Context: an optimization exercise on an open-source flow, tuned for small area. The choices shown serve that exercise and are no tape-out recipe. RTL that was checked went through simulation tests only; none was proved equivalent to the original.

==> try-tundra: inputs <==
Design convolutional_layer_1, start of the top module:
module convolutional_layer_1 (
  input signed [7:0] in,
  input clk, en,
  output signed [191:0] out
);
==> flow/config.mk <==
export PLATFORM = sky130hd
export DESIGN_NAME = convolutional_layer_1
export DESIGN_NICKNAME = convolutional_layer_1
export VERILOG_FILES = /design/flow/design.v
export SDC_FILE = /design/flow/constraint.sdc
export NUM_CORES = 8
export LEC_CHECK = 0
export CAP_MARGIN = 20
export CORE_MARGIN = 2
export CORE_UTILIZATION = 62
export CTS_BUF_LIST = sky130_fd_sc_hd__clkbuf_16
export CTS_CLUSTER_DIAMETER = 100
export CTS_CLUSTER_SIZE = 25
export SLEW_MARGIN = 20
export SYNTH_HIERARCHICAL = 1
export SYNTH_MINIMUM_KEEP_SIZE = 0
==> flow/constraint.sdc <==
create_clock -name core_clock -period 18.0 [get_ports {clk}]
set_input_delay 3.6000 -clock core_clock [delete_from_list [all_inputs] [get_ports {clk}]]
set_output_delay 3.6000 -clock core_clock [all_outputs]
set_load 0.01 [all_outputs]
standard.sh (not shown) runs the stock make flow with config.mk's settings and CLKGATE_MAP_FILE= SYNTH_SCRIPT=/design/flow/synth_recipe.tcl, a recipe that flattens the netlist after the stock synthesis.
==> flow/flow/run.sh <==
#!/bin/bash
# Standard synthesis and layout with small port buffers; after placement the constant
# output ports of each map share one tie cell.
set -e
bash standard.sh synth > synth.log 2>&1
bash standard.sh BUFFER_PORTS_ARGS="-buffer_cell sky130_fd_sc_hd__buf_1" GPL_KEEP_OVERFLOW=0 place > place.log 2>&1
ODB=orfs/results/sky130hd/convolutional_layer_1/base/3_place.odb openroad -no_init -exit flow/merge_ties.tcl > merge_ties.log 2>&1
bash standard.sh BUFFER_PORTS_ARGS="-buffer_cell sky130_fd_sc_hd__buf_1" GPL_KEEP_OVERFLOW=0 finish > layout.log 2>&1
==> flow/flow/merge_ties.tcl <==
# Let one tie cell drive all the constant output ports of a map instead of one tie cell each.
read_db $::env(ODB)
set block [[[ord::get_db] getChip] getBlock]
array set keep {}
set removed 0
foreach inst [$block getInsts] {
  if {[[$inst getMaster] getName] ne "sky130_fd_sc_hd__conb_1"} { continue }
  set net "NULL"
  set pin ""
  foreach it [$inst getITerms] {
    set n [$it getNet]
    if {$n ne "NULL" && [[$it getMTerm] getName] in {LO HI}} { set net $n; set pin [[$it getMTerm] getName] }
  }
  if {$net eq "NULL"} { continue }
  set bts [$net getBTerms]
  if {[llength $bts] != 1 || [llength [$net getITerms]] != 1} { continue }
  set name [[lindex $bts 0] getName]
  if {![regexp {^out\[(\d+)\]$} $name -> idx]} { continue }
  set key "$pin[expr {$idx / 32}]"
  if {![info exists keep($key)]} { set keep($key) $net; continue }
  set bt [lindex $bts 0]
  $bt disconnect
  $bt connect $keep($key)
  odb::dbInst_destroy $inst
  odb::dbNet_destroy $net
  incr removed
}
puts "merge_ties: removed $removed tie cells"
write_db $::env(ODB)
==> try-quartz: changes against try-tundra <==
--- a/flow/config.mk
+++ b/flow/config.mk
@@ -5,12 +5,13 @@
 export SDC_FILE = /design/flow/constraint.sdc
 export NUM_CORES = 8
 export LEC_CHECK = 0
+export ABC_AREA = 1
 export CAP_MARGIN = 20
 export CORE_MARGIN = 2
-export CORE_UTILIZATION = 62
+export CORE_UTILIZATION = 55
 export CTS_BUF_LIST = sky130_fd_sc_hd__clkbuf_16
 export CTS_CLUSTER_DIAMETER = 100
-export CTS_CLUSTER_SIZE = 25
+export CTS_CLUSTER_SIZE = 30
 export SLEW_MARGIN = 20
 export SYNTH_HIERARCHICAL = 1
 export SYNTH_MINIMUM_KEEP_SIZE = 0
==> try-cedar: changes against try-tundra <==
--- a/flow/config.mk
+++ b/flow/config.mk
@@ -7,10 +7,10 @@
 export LEC_CHECK = 0
 export CAP_MARGIN = 20
 export CORE_MARGIN = 2
-export CORE_UTILIZATION = 62
+export CORE_UTILIZATION = 55
 export CTS_BUF_LIST = sky130_fd_sc_hd__clkbuf_16
 export CTS_CLUSTER_DIAMETER = 100
-export CTS_CLUSTER_SIZE = 25
+export CTS_CLUSTER_SIZE = 30
 export SLEW_MARGIN = 20
 export SYNTH_HIERARCHICAL = 1
 export SYNTH_MINIMUM_KEEP_SIZE = 0
==> summary of the runs <==
In try-quartz the first-iteration DRC count is higher than in try-tundra, by 5.3%.
Global-route usage: try-tundra is higher than try-cedar (6.7 points).
Between try-cedar and try-quartz, the lower synthesized cell count is in try-cedar (gap 32%, measured against try-quartz).
Design area, highest first: try-quartz, try-cedar, try-tundra.
Synthesized area is the same in try-tundra and try-cedar.
Setup slack, lowest first: try-tundra, try-quartz, try-cedar.
==> figures <==
item	try-quartz	try-cedar	try-tundra
Result of the run	finished clean	finished clean	finished clean
Die Footprint	135000 µm²	130000 µm²	115000 µm²
Instance count on the critical path	31	33	29
Share of cells above drive strength 1	1.42%	2.26%	2.30%
Launching instance or port of the critical path	u[98][0]	u[1][0]	u[0][0]
Met3 track demand over resource	16.5%	21.2%	24.3%
Row cnt	133	130	123
Area taken by multi-input logic gates	48300 µm²	45900 µm²	45900 µm²
Number of cell instances on the worst register-to-register path	2	1	1
Combined global-route utilization of all metal layers	44.7%	42.5%	49.1%

* * *

==> harbor <==
convolutional_layer_1, a different RTL version from the one above (not shown whole).
clock: 18.0 ns
lec_check: 0
cap_margin: 20
core_margin: 2
core_utilization: 55
cts_buf_list: sky130_fd_sc_hd__clkbuf_16
cts_cluster_diameter: 100
cts_cluster_size: 30
slew_margin: 20
synth_hierarchical: 1
synth_minimum_keep_size: 0
Scripts as last shown in full above: flow/flow/run.sh, flow/flow/merge_ties.tcl
==> xenon (differences from harbor) <==
GPL_ROUTABILITY_DRIVEN = 0   (was unset)
==> notes.md <==
Core utilization is about the same in xenon and harbor.
Between xenon and harbor, the lower worst setup slack is in xenon (gap 0.096 ns).
In sequential share of layout area, xenon and harbor hardly differ.
In sequential cell count, harbor and xenon do not differ.

* * *

==> 05-26: inputs <==
convolutional_layer_1 with an RTL version that a note above also has.
// convolutional_layer_1
module convolutional_layer_1 (
  input signed [7:0] in,
  input clk, en,
  output signed [191:0] out
);
clock: 18.0 ns
lec_check: 0
cap_margin: 20
core_margin: 2
core_utilization: 55
cts_buf_list: sky130_fd_sc_hd__clkbuf_16
cts_cluster_diameter: 100
cts_cluster_size: 25
slew_margin: 20
synth_hierarchical: 1
synth_minimum_keep_size: 0
Scripts as last shown in full above: flow/flow/run.sh, flow/flow/merge_ties.tcl
==> 06-06: changes against 05-26 <==
- CORE_UTILIZATION: 55 -> 62
- CTS_CLUSTER_SIZE: 25 -> 30
==> notes.md <==
In area after synthesis, 05-26 and 06-06 do not differ. In 05-26 the worst setup slack is higher than in 06-06, by 220 ps. Wire length: 05-26 is lower than 06-06 (about 2%). Non-clock buffer count is the same in 05-26 and 06-06. 06-06 produced a clean layout. 05-26 finished with timing, DRC and antenna clean. Between 06-06 and 05-26, the lower final cell count is in 06-06 (gap about 2.3%, measured against 05-26). In 05-26 the via count is lower than in 06-06, by 1.9%. Against 05-26, the clock-buffer cell count of 06-06 is lower by 8. Fmax: 06-06 is smaller than 05-26 (about 1.2%).
==> figures <==
Outcome: 06-06 timing/DRC/antenna clean; 05-26 timing/DRC/antenna clean
Sum of routed wire length over all layers: 06-06 278000 um; 05-26 273000 um
Clock-pin slew on the worst setup and hold paths: 06-06 110 ps; 05-26 100 ps
Area fraction of clock buffers and clock inverters: 06-06 1.81%; 05-26 2.03%
Effective utilization at floorplan: 06-06 62.2%; 05-26 55.4%
Critical Path Max Stage Delay: 06-06 1230 ps; 05-26 720 ps
Largest driver fanout on the critical path: 06-06 18; 05-26 12
Overall via count from detail_route: 06-06 43100; 05-26 42300
Actual slew at the worst max-slew pin: 06-06 1210 ps; 05-26 1330 ps
Die span in y: 06-06 339 um; 05-26 360 um
Non-filler instance count after layout: 06-06 6252; 05-26 6400
Area delta synth->final: 06-06 4.43%; 05-26 4.92%
Arrival @ worst endpoint: 06-06 14120 ps; 05-26 13910 ps
Final Util: 06-06 65.0%; 05-26 58.2%
Wire length per cell after detailed routing: 06-06 44.5 um; 05-26 42.6 um
Minimum setup slack among reg-to-reg paths: 06-06 16490 ps; 05-26 16460 ps
Wire length of the first global-routing pass: 06-06 373000 um; 05-26 367000 um
Antenna diode count: 06-06 12; 05-26 5

* * *

==> inputs of branch maple <==
convolutional_layer_1, a different RTL version from the one above (not shown whole).
export LEC_CHECK = 0
export CAP_MARGIN = 20
export CORE_MARGIN = 2
export CORE_UTILIZATION = 55
export CTS_BUF_LIST = sky130_fd_sc_hd__clkbuf_16
export CTS_CLUSTER_DIAMETER = 100
export CTS_CLUSTER_SIZE = 30
export SLEW_MARGIN = 20
export SYNTH_HIERARCHICAL = 1
export SYNTH_MINIMUM_KEEP_SIZE = 0
create_clock -name core_clock -period 18.0 [get_ports {clk}]
Scripts as last shown in full above: flow/flow/run.sh, flow/flow/merge_ties.tcl
==> inputs of branch umber, as changes to branch maple <==
--- a/flow/design.v
+++ b/flow/design.v
@@ -3,15 +3,15 @@
   input clk, en,
   output signed [191:0] out
 );
   reg [7:0] u [0:132];
   integer i;
   genvar g, b;
-  wire [22:0] en_n, en_p;
+  wire [33:0] en_n, en_p;
   generate
-    for (g = 0; g < 23; g = g + 1) begin : sel
+    for (g = 0; g < 34; g = g + 1) begin : sel
       inv_cell in0 (.a(en), .y(en_n[g]));
       inv_cell in1 (.a(en_n[g]), .y(en_p[g]));
     end
   endgenerate
   wire [7:0] prv [0:132];
   wire [7:0] nxt [0:132];
@@ -20,13 +20,13 @@
     for (g = 0; g < 133; g = g + 1) begin : hold
       if (g > 0) begin : link
         assign prv[g] = u[g-1];
       end
       for (b = 0; b < 8; b = b + 1) begin : bt
         wire y;
-        hold_mux h (.d(prv[g][b]), .q(u[g][b]), .e(en_p[g / 6]), .e_n(en_n[g / 6]), .y(y));
+        hold_mux h (.d(prv[g][b]), .q(u[g][b]), .e(en_p[g / 4]), .e_n(en_n[g / 4]), .y(y));
         assign nxt[g][b] = y;
       end
     end
   endgenerate
   always @(posedge clk) begin
     for (i = 0; i < 133; i = i + 1) u[i] <= nxt[i];
==> results.py <==
metrics = {
    "synth": {
        "synth_common_cells": "fa_1 (1694), a22o_1 (1064), dfxtp_1 (1064)",
        "synth-compound-area-share_pct": 13.5,
    },
    "worst_setup_path": {
        "cp_data_arrival_time_ps": 14200,
        "rrSetupSlack_ps": 16420,
        "critPathBufInv": 5,
        "crit_end": "out[131]",
    },
    "finish": {
        "fillers": 9380,
    },
    "route": {
        "vias_per_cell": 6.98,
    },
    "status": {
        "status": "finished clean",
    },
    "cts": {
        "clock_latency_ps": 730,
    },
    "grt": {
        "antenna_found_initial": 15,
    },
    "sta": {
        "whs_ps": 484,
    },
}
(the above is from branch maple)
==> results.py <==
metrics = {
    "synth": {
        "synth-compound-area-share_pct": 13.5,
        "synth_edf_count": 0,
        "synth_common_cells": "fa_1 (1694), a22o_1 (1064), dfxtp_1 (1064)",
    },
    "worst_setup_path": {
        "critPathBufInv": 3,
        "rrSetupSlack_ps": 16440,
        "crit_end": "out[161]",
        "cp_data_arrival_time_ps": 14190,
    },
    "grt": {
        "antenna_found_initial": 10,
    },
    "cts": {
        "clock_latency_ps": 710,
    },
    "sta": {
        "min_period_over_period_pct": 98.8,
        "whs_ps": 481,
    },
    "finish": {
        "fillers": 9770,
    },
    "route": {
        "vias_per_cell": 6.81,
    },
    "status": {
        "status": "finished clean",
    },
}
(the above is from branch umber)
Function not checked in branch maple: the RTL went through the layout flow alone.

port drivers added, routing unchanged:
The results above use ideal ports. As a check the final layouts listed here were re-extracted and re-timed, cells and wires unchanged. Step 1: set_driving_cell puts a clkbuf_16 on clk and a buf_2 on each other input, an assumption about the parent block. Step 2 times the ports against the registers' clock, not the clock port: input delays grow and output delays shrink by t, the midpoint of the rising clock arrivals with the driver on. Three values: no drivers, after step 1, after step 2; two values: the first two.
run	t, ns	slack for setup (ns)	clock arrival spread, ns	worst register clock-pin slew, ns	pins driven straight from the clock port
try-tundra	0.753	0.363 / 0.286 / 1.039	0.062 / 0.062	0.11 / 0.11	1
try-quartz	0.778	0.438 / 0.358 / 1.137	0.115 / 0.115	0.12 / 0.12	1
try-cedar	0.756	0.513 / 0.439 / 1.195	0.045 / 0.045	0.11 / 0.11	1
harbor	0.768	0.331 / 0.247 / 1.015	0.082 / 0.082	0.12 / 0.12	1
xenon	0.784	0.235 / 0.157 / 0.942	0.085 / 0.085	0.12 / 0.12	1
05-26	0.758	0.494 / 0.418 / 1.176	0.061 / 0.061	0.10 / 0.10	1
06-06	0.763	0.278 / 0.200 / 0.963	0.082 / 0.082	0.12 / 0.12	1
branch maple	0.788	0.205 / 0.122 / 0.911	0.068 / 0.069	0.12 / 0.12	1
branch umber	0.775	0.214 / 0.128 / 0.903	0.042 / 0.042	0.11 / 0.11	1
After both steps setup and hold are still met in every run listed.
